From an optimization exercise on the open Yosys and OpenROAD flow, aimed at small area, a short achievable clock period and few clock cycles; shortcuts taken in it are not production practice.
In this exercise RTL edits were held to simulation tests only and were not proved equivalent to the original.
Power figures rest on the tool's default switching activity, not on a simulated workload.

==> flow/run.sh <==
#!/bin/bash
# Standard ORFS flow with two changes to how the layout is made:
#  - ports are buffered with buf_4 instead of the delay cell buffer_ports
#    would otherwise pick;
#  - timing repair aims for extra setup slack, so that the achieved period
#    (clock period less slack) is as short as possible.
bash standard.sh "BUFFER_PORTS_ARGS=-buffer_cell sky130_fd_sc_hd__buf_4" SETUP_SLACK_MARGIN=8.3 finish > standard.log 2>&1
==> standard.sh <==
#!/bin/bash
# synth_recipe.tcl (not shown) runs the flow's synth.tcl, then flattens the netlist and writes it again
# the make line also repeats each setting of config.mk as NAME=value (left out here)
make -C /OpenROAD-flow-scripts/flow DESIGN_CONFIG=/design/flow/config.mk WORK_HOME=/design/flow/orfs CLKGATE_MAP_FILE= SYNTH_SCRIPT=/design/flow/synth_recipe.tcl "${@:-finish}"
==> config.mk <==
export PLATFORM = sky130hd
export DESIGN_NAME = core
export DESIGN_NICKNAME = core
export VERILOG_FILES = /design/flow/design.v
export SDC_FILE = /design/flow/constraint.sdc
export NUM_CORES = 4
export LEC_CHECK = 0
export CAP_MARGIN = 20
export CORE_MARGIN = 2
export CORE_UTILIZATION = 40
export CTS_CLUSTER_DIAMETER = 60
export CTS_CLUSTER_SIZE = 20
export PLACE_DENSITY = 0.55
export SETUP_SLACK_MARGIN = 5
export SLEW_MARGIN = 20
==> constraint.sdc <==
create_clock -name core_clock -period 12.0 [get_ports {i_clk}]
set_input_delay 2.4000 -clock core_clock [delete_from_list [all_inputs] [get_ports {i_clk}]]
set_output_delay 2.4000 -clock core_clock [all_outputs]
set_load 0.01 [all_outputs]
==> design.v <==
module core #(                              
	parameter ADDR_W = 32,
	parameter INST_W = 32,
	parameter DATA_W = 32
)(
	input                   i_clk,
	input                   i_rst_n,
	output [ ADDR_W-1 : 0 ] o_i_addr,
	input  [ INST_W-1 : 0 ] i_i_inst,
	output                  o_d_wen,
	output [ ADDR_W-1 : 0 ] o_d_addr,
	output [ DATA_W-1 : 0 ] o_d_wdata,
	input  [ DATA_W-1 : 0 ] i_d_rdata,
	output [        1 : 0 ] o_status,
	output                  o_status_valid
);
reg     [31:0]  pc;          
reg             f_v;         
reg             boot;        
reg     [31:0]  sk;          
reg             sk_v;
reg     [31:0]  ir;
reg     [31:0]  r_sa, r_sb;    
reg             r_v;
reg     [31:0]  rpn;         
reg             halt;        
wire    [3:0]   r_op = ir[29:26];
wire    [4:0]   r_rs = ir[25:21];
wire    [4:0]   r_rt = ir[20:16];
wire    [4:0]   r_rd = ir[15:11];
wire    [15:0]  r_im = ir[15:0];
wire    r_lw    = (r_op == 4'd1);
wire    r_sw    = (r_op == 4'd2);
wire    r_sub   = (r_op == 4'd4);
wire    r_addi  = (r_op == 4'd5);
wire    r_or    = (r_op == 4'd6);
wire    r_xor   = (r_op == 4'd7);
wire    r_beq   = (r_op == 4'd8);
wire    r_bne   = (r_op == 4'd9);
wire    r_eof   = (r_op == 4'd10);
wire    r_br    = r_beq | r_bne;
wire    r_use_s = ~r_eof;
wire    r_use_t = ~(r_lw | r_addi | r_eof);
wire    r_wr    = r_lw | (r_op == 4'd3) | r_sub | r_addi | r_or | r_xor;
wire    r_use_im= r_lw | r_sw | r_addi;
wire    r_itype = r_lw | r_sw | r_addi | r_br;
wire    [4:0]   r_dst = (r_lw | r_addi) ? r_rt : r_rd;
reg             e_v, e_wr, e_lw, e_sw, e_sub, e_or, e_xor, e_itype, e_eof, e_arith;
reg     [4:0]   e_dst;
reg     [31:0]  e_a;
reg     [31:0]  e_y;         
reg             e_fa, e_fb, e_fy;
reg             e_beq, e_bne;
reg     [31:0]  e_tgt;       
reg     [31:0]  m_res;
reg     [31:0]  m_wdata;
reg             m_wen;
reg             m_v;
reg     [1:0]   m_status;
reg             m_wr, m_lw;
reg     [4:0]   m_dst;
reg     [31:0]  w_res;
reg             w_wr, w_lw;
reg     [4:0]   w_dst;
wire    [31:0]  rf_a, rf_b;
wire    [31:0]  w_val = w_lw ? i_d_rdata : w_res;
Register u_register (
    .i_clk  (i_clk),
    .i_rst_n(i_rst_n),
    .i_sa   (r_sa),
    .i_sb   (r_sb),
    .i_we   (w_wr),
    .i_wa   (w_dst),
    .i_wd   (w_val),
    .o_rda  (rf_a),
    .o_rdb  (rf_b)
);
wire    hit_ea = e_v & e_wr & (e_dst == r_rs);
wire    hit_eb = e_v & e_wr & (e_dst == r_rt);
wire    hit_ma = m_v & m_wr & (m_dst == r_rs);
wire    hit_mb = m_v & m_wr & (m_dst == r_rt);
wire    hit_wa = w_wr & (w_dst == r_rs);
wire    hit_wb = w_wr & (w_dst == r_rt);
wire    stall_a = r_use_s & (hit_ea ? e_lw : (hit_ma & m_lw));
wire    stall_b = r_use_t & (hit_eb ? e_lw : (hit_mb & m_lw));
wire    stall   = r_v & (stall_a | stall_b);
wire    [31:0]  r_a = hit_ma ? m_res : hit_wa ? w_val : rf_a;
wire    [31:0]  r_b = hit_mb ? m_res : hit_wb ? w_val : rf_b;
wire    [31:0]  r_tgt = rpn + {16'd0, r_im};
wire            redirect;                    
wire    issue   = ~(stall & (sk_v | f_v));
wire    r_go    = r_v & ~stall & ~halt & ~redirect;      
always @(posedge i_clk or negedge i_rst_n) begin
    if (~i_rst_n) begin
        pc   <= 32'd0;
        f_v  <= 1'b1;
        boot <= 1'b1;
        sk_v <= 1'b0;
        r_v  <= 1'b0;
        rpn  <= 32'd0;
        halt <= 1'b0;
    end
    else begin
        boot <= 1'b0;
        if (redirect) begin
            pc   <= e_tgt;
            rpn  <= e_tgt;
            f_v  <= 1'b0;
            sk_v <= 1'b0;
            r_v  <= 1'b0;
        end
        else begin
            if (issue) pc <= pc + 32'd4;
            f_v <= issue & ~boot;
            if (stall) begin
                if (~sk_v & f_v) sk_v <= 1'b1;
            end
            else begin
                sk_v <= 1'b0;
                r_v  <= sk_v | f_v;
            end
            if (~stall & (sk_v | f_v))
                rpn <= rpn + 32'd4;
        end
        if (r_go & r_eof) halt <= 1'b1;
    end
end
wire    [31:0]  nxt_inst = sk_v ? sk : i_i_inst;
always @(posedge i_clk) begin
    if (stall) begin
        if (~sk_v) sk <= i_i_inst;
    end
    else begin
        ir   <= nxt_inst;
    end
    r_sa <= 32'd1 << (stall ? r_rs : nxt_inst[25:21]);
    r_sb <= 32'd1 << (stall ? r_rt : nxt_inst[20:16]);
end
always @(posedge i_clk or negedge i_rst_n) begin
    if (~i_rst_n) begin
        e_v   <= 1'b0;
        e_wr  <= 1'b0;
        e_sw  <= 1'b0;
        e_beq <= 1'b0;
        e_bne <= 1'b0;
    end
    else begin
        e_v   <= r_go;
        e_wr  <= r_go & r_wr;
        e_sw  <= r_go & r_sw;
        e_beq <= r_go & r_beq;
        e_bne <= r_go & r_bne;
    end
end
always @(posedge i_clk) begin
    e_lw     <= r_lw;
    e_sub    <= r_sub;
    e_or     <= r_or;
    e_xor    <= r_xor;
    e_itype  <= r_itype;
    e_eof    <= r_eof;
    e_arith  <= ~(r_or | r_xor | r_br | r_eof);
    e_dst    <= r_dst;
    e_a      <= r_a;
    e_y      <= (r_use_im ? {{16{r_im[15]}}, r_im} : r_b) ^ {32{r_sub}};
    e_tgt    <= r_sw ? r_b : r_tgt;
    e_fa     <= hit_ea;
    e_fb     <= hit_eb;
    e_fy     <= hit_eb & ~r_use_im;
end
wire    [31:0]  x_a = e_fa ? m_res : e_a;
wire    [31:0]  x_b = e_fb ? m_res : e_y;
wire    [31:0]  x_sd = e_fb ? m_res : e_tgt;
wire    [31:0]  x_y = e_fy ? (m_res ^ {32{e_sub}}) : e_y;
wire    [31:0]  x_res;
wire            x_ovf;
Alu u_alu (
    .i_a        (x_a),
    .i_b        (x_b),
    .i_y        (x_y),
    .i_sub      (e_sub),
    .i_or       (e_or),
    .i_xor      (e_xor),
    .o_result   (x_res),
    .o_overflow (x_ovf)
);
wire            x_eq = (x_a == x_b);
assign  redirect = (e_beq & x_eq) | (e_bne & ~x_eq);
wire    [1:0]   x_status = e_eof ? 2'd3 : (e_arith & x_ovf) ? 2'd2 : {1'b0, e_itype};
always @(posedge i_clk or negedge i_rst_n) begin
    if (~i_rst_n) begin
        m_v   <= 1'b0;
        m_wen <= 1'b0;
        m_wr  <= 1'b0;
        w_wr  <= 1'b0;
    end
    else begin
        m_v   <= e_v;
        m_wen <= e_sw;
        m_wr  <= e_wr;
        w_wr  <= m_wr;
    end
end
always @(posedge i_clk) begin
    m_res    <= x_res;
    m_wdata  <= x_sd;
    m_status <= x_status;
    m_lw     <= e_lw;
    m_dst    <= e_dst;
    w_res    <= m_res;
    w_lw     <= m_lw;
    w_dst    <= m_dst;
end
assign  o_i_addr       = pc;
assign  o_d_wen        = m_wen;
assign  o_d_addr       = m_res;
assign  o_d_wdata      = m_wdata;
assign  o_status       = m_status;
assign  o_status_valid = m_v;
endmodule
module Register (
    input               i_clk,
    input               i_rst_n,
    input       [31:0]  i_sa,        
    input       [31:0]  i_sb,        
    input               i_we,
    input       [4:0]   i_wa,
    input       [31:0]  i_wd,
    output reg  [31:0]  o_rda,
    output reg  [31:0]  o_rdb
);
reg     [1023:0]    rf;
reg                 run;         
always @(posedge i_clk or negedge i_rst_n) begin
    if (~i_rst_n) run <= 1'b0;
    else          run <= 1'b1;
end
wire    [31:0]      wsel = (i_we ? (32'd1 << i_wa) : 32'd0) | {32{~run}};
wire    [31:0]      wd   = i_wd & {32{run}};
genvar k;
generate
    for (k = 0; k < 32; k = k + 1) begin : g_reg
        always @(posedge i_clk) begin
            if (wsel[k]) rf[32*k +: 32] <= wd;
        end
    end
endgenerate
integer j;
always @(*) begin
    o_rda = 32'd0;
    o_rdb = 32'd0;
    for (j = 0; j < 32; j = j + 1) begin
        o_rda = o_rda | ({32{i_sa[j]}} & rf[32*j +: 32]);
        o_rdb = o_rdb | ({32{i_sb[j]}} & rf[32*j +: 32]);
    end
end
endmodule
module Alu (
    input       [31:0]  i_a,
    input       [31:0]  i_b,
    input       [31:0]  i_y,
    input               i_sub,       
    input               i_or,
    input               i_xor,
    output      [31:0]  o_result,
    output              o_overflow
);
wire    [31:0]  sum = i_a + i_y + {31'd0, i_sub};
assign o_overflow = (i_a[31] == i_y[31]) & (sum[31] != i_a[31]);
assign o_result   = i_or  ? (i_a | i_b) :
                    i_xor ? (i_a ^ i_b) : sum;
endmodule
==> results.json, run 1 <==
{
  "powerDensity_nw_per_um2": 208.5,
  "critical_path_arrival_ns": 4.43,
  "io_pins": 166,
  "htree_levels": 3,
  "placementRows": 145,
  "status": "complete, no violations",
  "relSlewSlack_pct": 17.19,
  "synthTopCellsByCount": "edfxtp_1, a221oi_1, a22o_1, dfxtp_1, clkbuf_1",
  "synth-seq-area-share_pct": 64.09,
  "place_area_um2": 66920,
  "met2_usage_pct": 54.32,
  "finalSetupTns_ns": 0,
  "dp.cells": 6637,
  "yosysMostFrequentCell": "edfxtp_1",
  "syn-cell-area_um2": 62700,
  "dp_hpwl_mm": 159.0,
  "die_w_um": 399.9,
  "cap_violations": 0,
  "busiest_layer": "met2",
  "drive_above_1_share_pct": 20.80,
  "wl_per_cell_um": 42.34,
  "multi_input_area_um2": 22250,
  "rsz0062_at_grt": "true",
  "cts_tree": "yes",
  "syn_avg_cell_area_um2": 13.63,
  "finalInstanceArea_um2": 73690,
  "hold_violations": 0,
  "synth_top_cell_by_area": "edfxtp_1",
  "grt_max_degree": 78,
  "die_y_um": 399.9,
  "clk_pin_slew_ns": 0.09,
  "fmax_mhz": 263.8,
  "syn_to_final_growth_pct": 17.53,
  "cp_max_fo": 21,
  "crit_type": "flop to flop",
  "viasPerCell": 7.211,
  "synth_top_flop_cell": "edfxtp_1",
  "tightest_slew_ns": 1.233,
  "reg2reg_depth": 9,
  "hold_path.class": "flop to flop",
  "irDropWorstVdd_mv": 0.1220,
  "yosys.area.top_type_share_pct": 51.91,
  "p_clk_share_pct": 28.1,
  "hold_buffers": 0,
  "combPwrFrac_pct": 23.1,
  "fillers": 13670,
  "drt_iter0_drc": 9815,
  "cp-end-kind": "flop",
  "yosys_warnings": 2,
  "clockBufferDepth": 3,
  "firstDrtPassIters": 9,
  "power_mw": 15.37,
  "leakage_nw": 26.43,
  "crit_path_start_kind": "flop",
  "whs_ns": 0.3600,
  "synth-seq-cells": 1446,
  "worstPathRequired_ns": 12.64,
  "cts_made_buffers": 119,
  "nets": 4972,
  "finalMaxSlewViolations": 0,
  "clock_latency_ns": 0.80,
  "drc": 0,
  "use_met1_pct": 43.24,
  "syn_nets": 4750,
  "synthTopCellsByArea": "edfxtp_1, dfxtp_1, a221oi_1",
  "grt_use_total_pct": 35.92,
  "gp_congestion": 0.9581,
  "fin_skew_ns": 0.05533,
  "seqPwrFrac_pct": 48.8,
  "use_met3_pct": 13.52,
  "clock_sink_count": 1446,
  "grt_pass1_wl_mm": 395.3,
  "antenna_found_initial": 7,
  "p_int_mw": 10.33,
  "switchingPower_mw": 5.038,
  "seq_area_um2": 40480,
  "synth_edf_count": 1084,
  "layout.cells.non_filler": 6995,
  "fin_crit_ns": 3.791,
  "synth_cell_types": 76,
  "io_buffers": 163,
  "fin_crit_sh_pct": 31.59,
  "ant_nets": 0,
  "setup_viol": 0,
  "vias": 50440,
  "cts_root_buf": "clkbuf_16",
  "fp.coreArea_um2": 156000,
  "die-area_um2": 159900,
  "grt_pass1_vias": 47330,
  "synthCells": 4601,
  "start_util_pct": 40.19,
  "p_sw_share_pct": 32.78,
  "async_reset_ff_share_pct": 5.325,
  "grt.overflow.total": 0,
  "totalWireLength_mm": 296.1,
  "whs_path_depth": 0
}
==> layout by cell type, fill, tap and decap left out, drive strengths merged, types with 25 or more instances in the layout <==
master and n:
o21ai 93, edfxtp 1084, a22o 512, nor3 108, dfxtp 285, nand2 101
clkbuf 142, a221oi 517, xor2 98, xnor2 106, nor2b 46, dfrtp 75
nor2 204, clkinv 37, buf 409, mux2i 155, nand4 148, nor4 25
a21oi 237, mux2 95, inv 104, ha 80, nand3 34, a211oi 25
==> layer usage <==
layer | vias to the layer above | share of wire, %
li1 | 19220 | -
met1 | 24920 | 34
met2 | 4860 | 43
met3 | 1440 | 15
met4 | 2 | 8.0
met5 | - | 0.0047
==> worst paths after layout <==
check | end | slack (ns) | start
worst min register to register | m_lw$_DFF_P_ | 0.36 | e_lw$_DFF_P_
max in group asynchronous | u_register.run$_DFF_PN0_ | 9.71 | i_rst_n
min in group asynchronous | rpn[14]$_DFFE_PN0P_ | 1.69 | i_rst_n
worst max-delay path | e_y[12]$_DFF_P_ | 8.21 | r_sb[16]$_SDFF_PN0_
worst min-delay path | m_lw$_DFF_P_ | 0.36 | e_lw$_DFF_P_
worst max register to register | e_y[12]$_DFF_P_ | 8.21 | r_sb[16]$_SDFF_PN0_
==> through the flow <==
| stage | util [%] | setup slack (ns) |
|---|---|---|
| finish | 47.23 | 8.209 |
| global route | 47.22 | 8.199 |
| CTS | 46.78 | 8.185 |
| detailed placement | 42.89 | 6.546 |
| global placement | 42.89 | 6.584 |
| floorplan | - | 8.311 |
==> state kept, by name, summed over array words and instances (netlist names), 32 cells and up <==
| register | flops |
|---|---|
| u_register.rf | 1024 |
| m_res | 32 |
| m_wdata | 32 |
| r_sa | 32 |
| e_a | 32 |
| e_tgt | 32 |
| e_y | 32 |
| r_sb | 32 |
| w_res | 32 |
==> cell type report <==
type,count,area share (%)
multi-input combinational,2763,30.19
antenna,10,0.03396
sequential,1446,54.93
clock buffer,139,4.328
tap,2058,3.494
timing repair buffer,418,5.144
clock inverter,86,1.499
inverter,75,0.3820
==> cells by family after synthesis <==
kind of cell	share of synthesized area, %
DFF	64.09
buffers and inverters	2.423
muxes	4.181
adders and majority gates	1.692
other	0.01198
xor gates and xnor gates	2.850
AOI/OAI and AO/OA	18.79
and+or+nand+nor	5.959
==> critical path, stage by stage (launching register included) <==
cell and delay (ns):
dfxtp_2 0.58, buf_4 0.49, a22o_1 0.30, a221oi_1 0.24, nand4_1 0.20, nor3_2 0.57
a21oi_1 0.17, mux2i_1 0.56, o21ai_0 0.33, xor2_1 0.20
==> power by group through the flow <==
stage / registers, mW / clock network, mW / logic [mW]
3_3_place_gp: 7.67 / 0 / 2.81
2_1_floorplan: 7.34 / 0 / 1.67
3_5_place_dp: 7.67 / 0 / 2.82
6_report: 7.49 / 4.32 / 3.55
4_1_cts: 7.45 / 4.32 / 3.33
5_1_grt: 7.56 / 4.52 / 3.75
==> what timing repair did <==
action	CTS	global route
gates cloned	9	3
setup buffers	94	17
pin swaps	9	14
gates resized for setup	211	58
endpoints found under the setup margin	274	205
Testbench counts, summed over its fixed seeds: cycles 30,198.
==> inputs of run 2 (changes only) <==
==> flow/run.sh (replaced) <==
#!/bin/bash
# Standard ORFS flow with two changes to how the layout is made:
#  - ports are buffered with buf_4 instead of the delay cell buffer_ports
#    would otherwise pick;
#  - timing repair aims for extra setup slack, so that the achieved period
#    (clock period less slack) is as short as possible.
bash standard.sh "BUFFER_PORTS_ARGS=-buffer_cell sky130_fd_sc_hd__buf_4" SETUP_SLACK_MARGIN=8.4 finish > standard.log 2>&1
--- a/config.mk
+++ b/config.mk
@@ -7,9 +7,9 @@
 export LEC_CHECK = 0
 export CAP_MARGIN = 20
 export CORE_MARGIN = 2
-export CORE_UTILIZATION = 40
+export CORE_UTILIZATION = 50
 export CTS_CLUSTER_DIAMETER = 60
 export CTS_CLUSTER_SIZE = 20
-export PLACE_DENSITY = 0.55
+export PLACE_DENSITY = 0.65
 export SETUP_SLACK_MARGIN = 5
 export SLEW_MARGIN = 20
==> results.json, run 2 <==
{
  "p_int_mw": 10.13,
  "final_cell_mix": "edfxtp_1, a221oi_1, a22o_1, buf_4, a21oi_1",
  "start_util_pct": 50.52,
  "fp.coreArea_um2": 124100,
  "place_area_um2": 66290,
  "fin_crit_ns": 3.740,
  "switchingPower_mw": 4.883,
  "vias": 51000,
  "combPwrFrac_pct": 23.3,
  "setup_viol": 0,
  "cp_slowest_cell": "dfrtp_2",
  "clockBufferDepth": 3,
  "fmax_mhz": 267.4,
  "synth_top_flop_cell": "edfxtp_1",
  "drive_above_1_share_pct": 21.56,
  "cap_violations": 0,
  "pre_cts_ws_ns": 7.070,
  "power_mw": 15.02,
  "clock_latency_ns": 0.79,
  "cp_max_fo": 5,
  "syn_nets": 4750,
  "p_clk_share_pct": 26.8,
  "rsz0062_at_grt": "true",
  "largest_reg_flops": 1024,
  "hold_path.class": "flop to flop",
  "clock_sink_count": 1446,
  "drc": 0,
  "synthTopCellsByArea": "edfxtp_1, dfxtp_1, a221oi_1",
  "syn-cell-area_um2": 62700,
  "grt.overflow.total": 0,
  "hold_violations": 0,
  "worstPathRequired_ns": 9.60,
  "fin_crit_sh_pct": 31.17,
  "synth_cell_types": 76,
  "path_cells": "buf_6",
  "nets": 4971,
  "finalInstanceArea_um2": 72840,
  "cpPeakStageDelay_ns": 0.44,
  "layout.cells.non_filler": 6570,
  "cpLargestDelayFamily": "flip-flops",
  "finalMaxSlewViolations": 0,
  "seqPwrFrac_pct": 49.9,
  "drt_iter0_drc": 11880,
  "irDropWorstVdd_mv": 0.1449,
  "die-area_um2": 128300,
  "grt_pass1_wl_mm": 367.6,
  "status": "complete, no violations",
  "yosys.area.top_type_share_pct": 51.91,
  "syn_to_final_growth_pct": 16.16,
  "p_sw_share_pct": 32.51,
  "antenna_found_initial": 16,
  "critPathBufInv": 1,
  "final_core_util_pct": 58.68,
  "synth-seq-area-share_pct": 64.09,
  "grt_pass1_vias": 47790,
  "hold_buffers": 0,
  "cts_tree": "yes",
  "ant_nets": 0,
  "crit_path_start_kind": "flop",
  "die_y_um": 358.1,
  "mostFrequentLayoutCell": "edfxtp_1",
  "synthCells": 4601,
  "tightest_slew_ns": 1.318,
  "critical_path_arrival_ns": 1.34,
  "die_w_um": 358.1,
  "async_reset_ff_share_pct": 5.325,
  "synth_edf_count": 1084,
  "wl_per_cell_um": 41.47,
  "cts_made_buffers": 113,
  "syn_avg_cell_area_um2": 13.63,
  "grt_max_degree": 64,
  "htree_levels": 3,
  "io_buffers": 163,
  "synth_top_cell_by_area": "edfxtp_1",
  "firstDrtPassIters": 11,
  "crit_type": "flop to output pin",
  "powerDensity_nw_per_um2": 206.2,
  "finalSetupTns_ns": 0,
  "viasPerCell": 7.763,
  "dp.cells": 6206,
  "yosysMostFrequentCell": "edfxtp_1",
  "synthTopCellsByCount": "edfxtp_1, a221oi_1, a22o_1, dfxtp_1, clkbuf_1",
  "yosys_warnings": 2,
  "synth-seq-cells": 1446,
  "fin_skew_ns": 0.03916,
  "grt_use_total_pct": 41.39,
  "leakage_nw": 26.20,
  "relSlewSlack_pct": 11.81,
  "io_pins": 166,
  "totalWireLength_mm": 272.5,
  "placementRows": 129,
  "cp-end-kind": "output pin",
  "dp_hpwl_mm": 138.9,
  "cts_root_buf": "clkbuf_16",
  "clk_pin_slew_ns": 0.08,
  "whs_ns": 0.3541,
  "worst_slack_ns": 8.260,
  "top_register": "u_register.rf",
  "gp_congestion": 0.9467
}
-- run 2: cell types whose count changed in the layout (fill, tap and decap cells not counted), sizes merged, moves of 2 or more --
cell / before / now
buf: 409 / 416
bufbuf: 6 / 4
bufinv: 12 / 6
clkbuf: 142 / 121
clkinv: 37 / 30
clkinvlp: 8 / 12
diode: 10 / 17
inv: 104 / 117
-- run 2: timing repair --
item	CTS	global route
buffers inserted	94	32
endpoints found under the setup margin	327	228
pin swaps	13	33
gates cloned	8	2
resized for setup	255	90
-- run 2: final timing paths --
path | startpoint | endpoint | slack, ns | cells past startpoint
max in group asynchronous | i_rst_n | m_v$_DFF_PN0_ | 9.28 | 2
worst min-delay path | e_sw$_DFF_PN0_ | m_wen$_DFF_PN0_ | 0.35 | 0
worst max-delay path | pc[9]$_DFFE_PN0P_ | o_i_addr[9] | 8.26 | 1
worst min register to register | e_sw$_DFF_PN0_ | m_wen$_DFF_PN0_ | 0.35 | 0
worst max register to register | e_fa$_DFF_P_ | m_res[30]$_DFF_P_ | 8.34 | 15
min in group asynchronous | i_rst_n | u_register.run$_DFF_PN0_ | 1.51 | 1
-- run 2: cell families after synthesis --
logic type	Yosys count	synth area share [%]
other	2	0.01198
AND/OR/NAND/NOR	736	5.959
AO/OA/AOI/OAI	1487	18.79
multiplexers	250	4.181
XOR/XNOR	204	2.850
buffers and inverters	393	2.423
adder cells (fa/ha/maj)	83	1.692
flip-flops	1446	64.09
-- run 2: final cells by class --
type | instances | area, um^2
Timing Repair Buffer | 421 | 3897
Sequential cell | 1446 | 40480
Antenna cell | 17 | 42.54
Multi-Input combinational cell | 2764 | 22200
Clock buffer | 120 | 2897
Tap cell | 1637 | 2048
Timing Repair inverter | 1 | 7.507
Inverter | 75 | 285.3
Clock inverter | 89 | 988.4
Fill cell | 9603 | 51280
-- run 2: metal layers --
layer	GRT usage, %	share of wire [%]	vias up
met5	0.4444	0.034	-
met3	19.23	18	1430
met2	55.85	40	5680
met4	25.70	8.1	8
met1	53.66	34	24640
li1	-	-	19250
-- run 2: worst reg2reg max path, stage by stage (launching register included) --
cell and delay (ns):
dfxtp_4 0.43, buf_4 0.18, buf_16 0.17, buf_4 0.16
mux2i_2 0.23, inv_1 0.07, ha_2 0.34, o21ai_0 0.11
a21oi_1 0.15, or4b_2 0.62, nand4_1 0.11, o21a_2 0.19
o211ai_1 0.16, a221oi_2 0.28, xor2_1 0.18, a221oi_1 0.09
-- run 2: power groups by stage --
stage	clock, mW	sequential, mW	combinational [mW]
after floorplan	0	7.34	1.67
after global placement	0	7.56	2.71
after detailed placement	0	7.58	2.75
after CTS	4.02	7.43	3.22
after global routing	4.19	7.55	3.70
final	4.03	7.49	3.50

## static timing again, ports no longer ideal
No port has a modelled driver above. Below, the same layouts with a new extraction and two added sets of constraints.
Step 1 assumes that a clkbuf_16 drives the clock port and a buf_2 every other input.
Step 2 times the ports against the registers' clock, not the clock port: input delays grow and output delays shrink by t, the midpoint of the rising clock arrivals with the driver on.
Slacks: ideal / step 1 / step 2; pairs: ideal / step 1.
run | t (ns) | slack for setup (ns) | worst setup path after step 2
run 1 | 0.849 | 8.209 / 8.142 / 7.454 | input to register
run 2 | 0.842 | 8.260 / 8.188 / 7.638 | input to register
After both steps setup and hold are still met in every run listed. For run 1, which loses most, drivers alone change the setup slack by -0.067 ns; drivers and shift together by -0.755 ns.
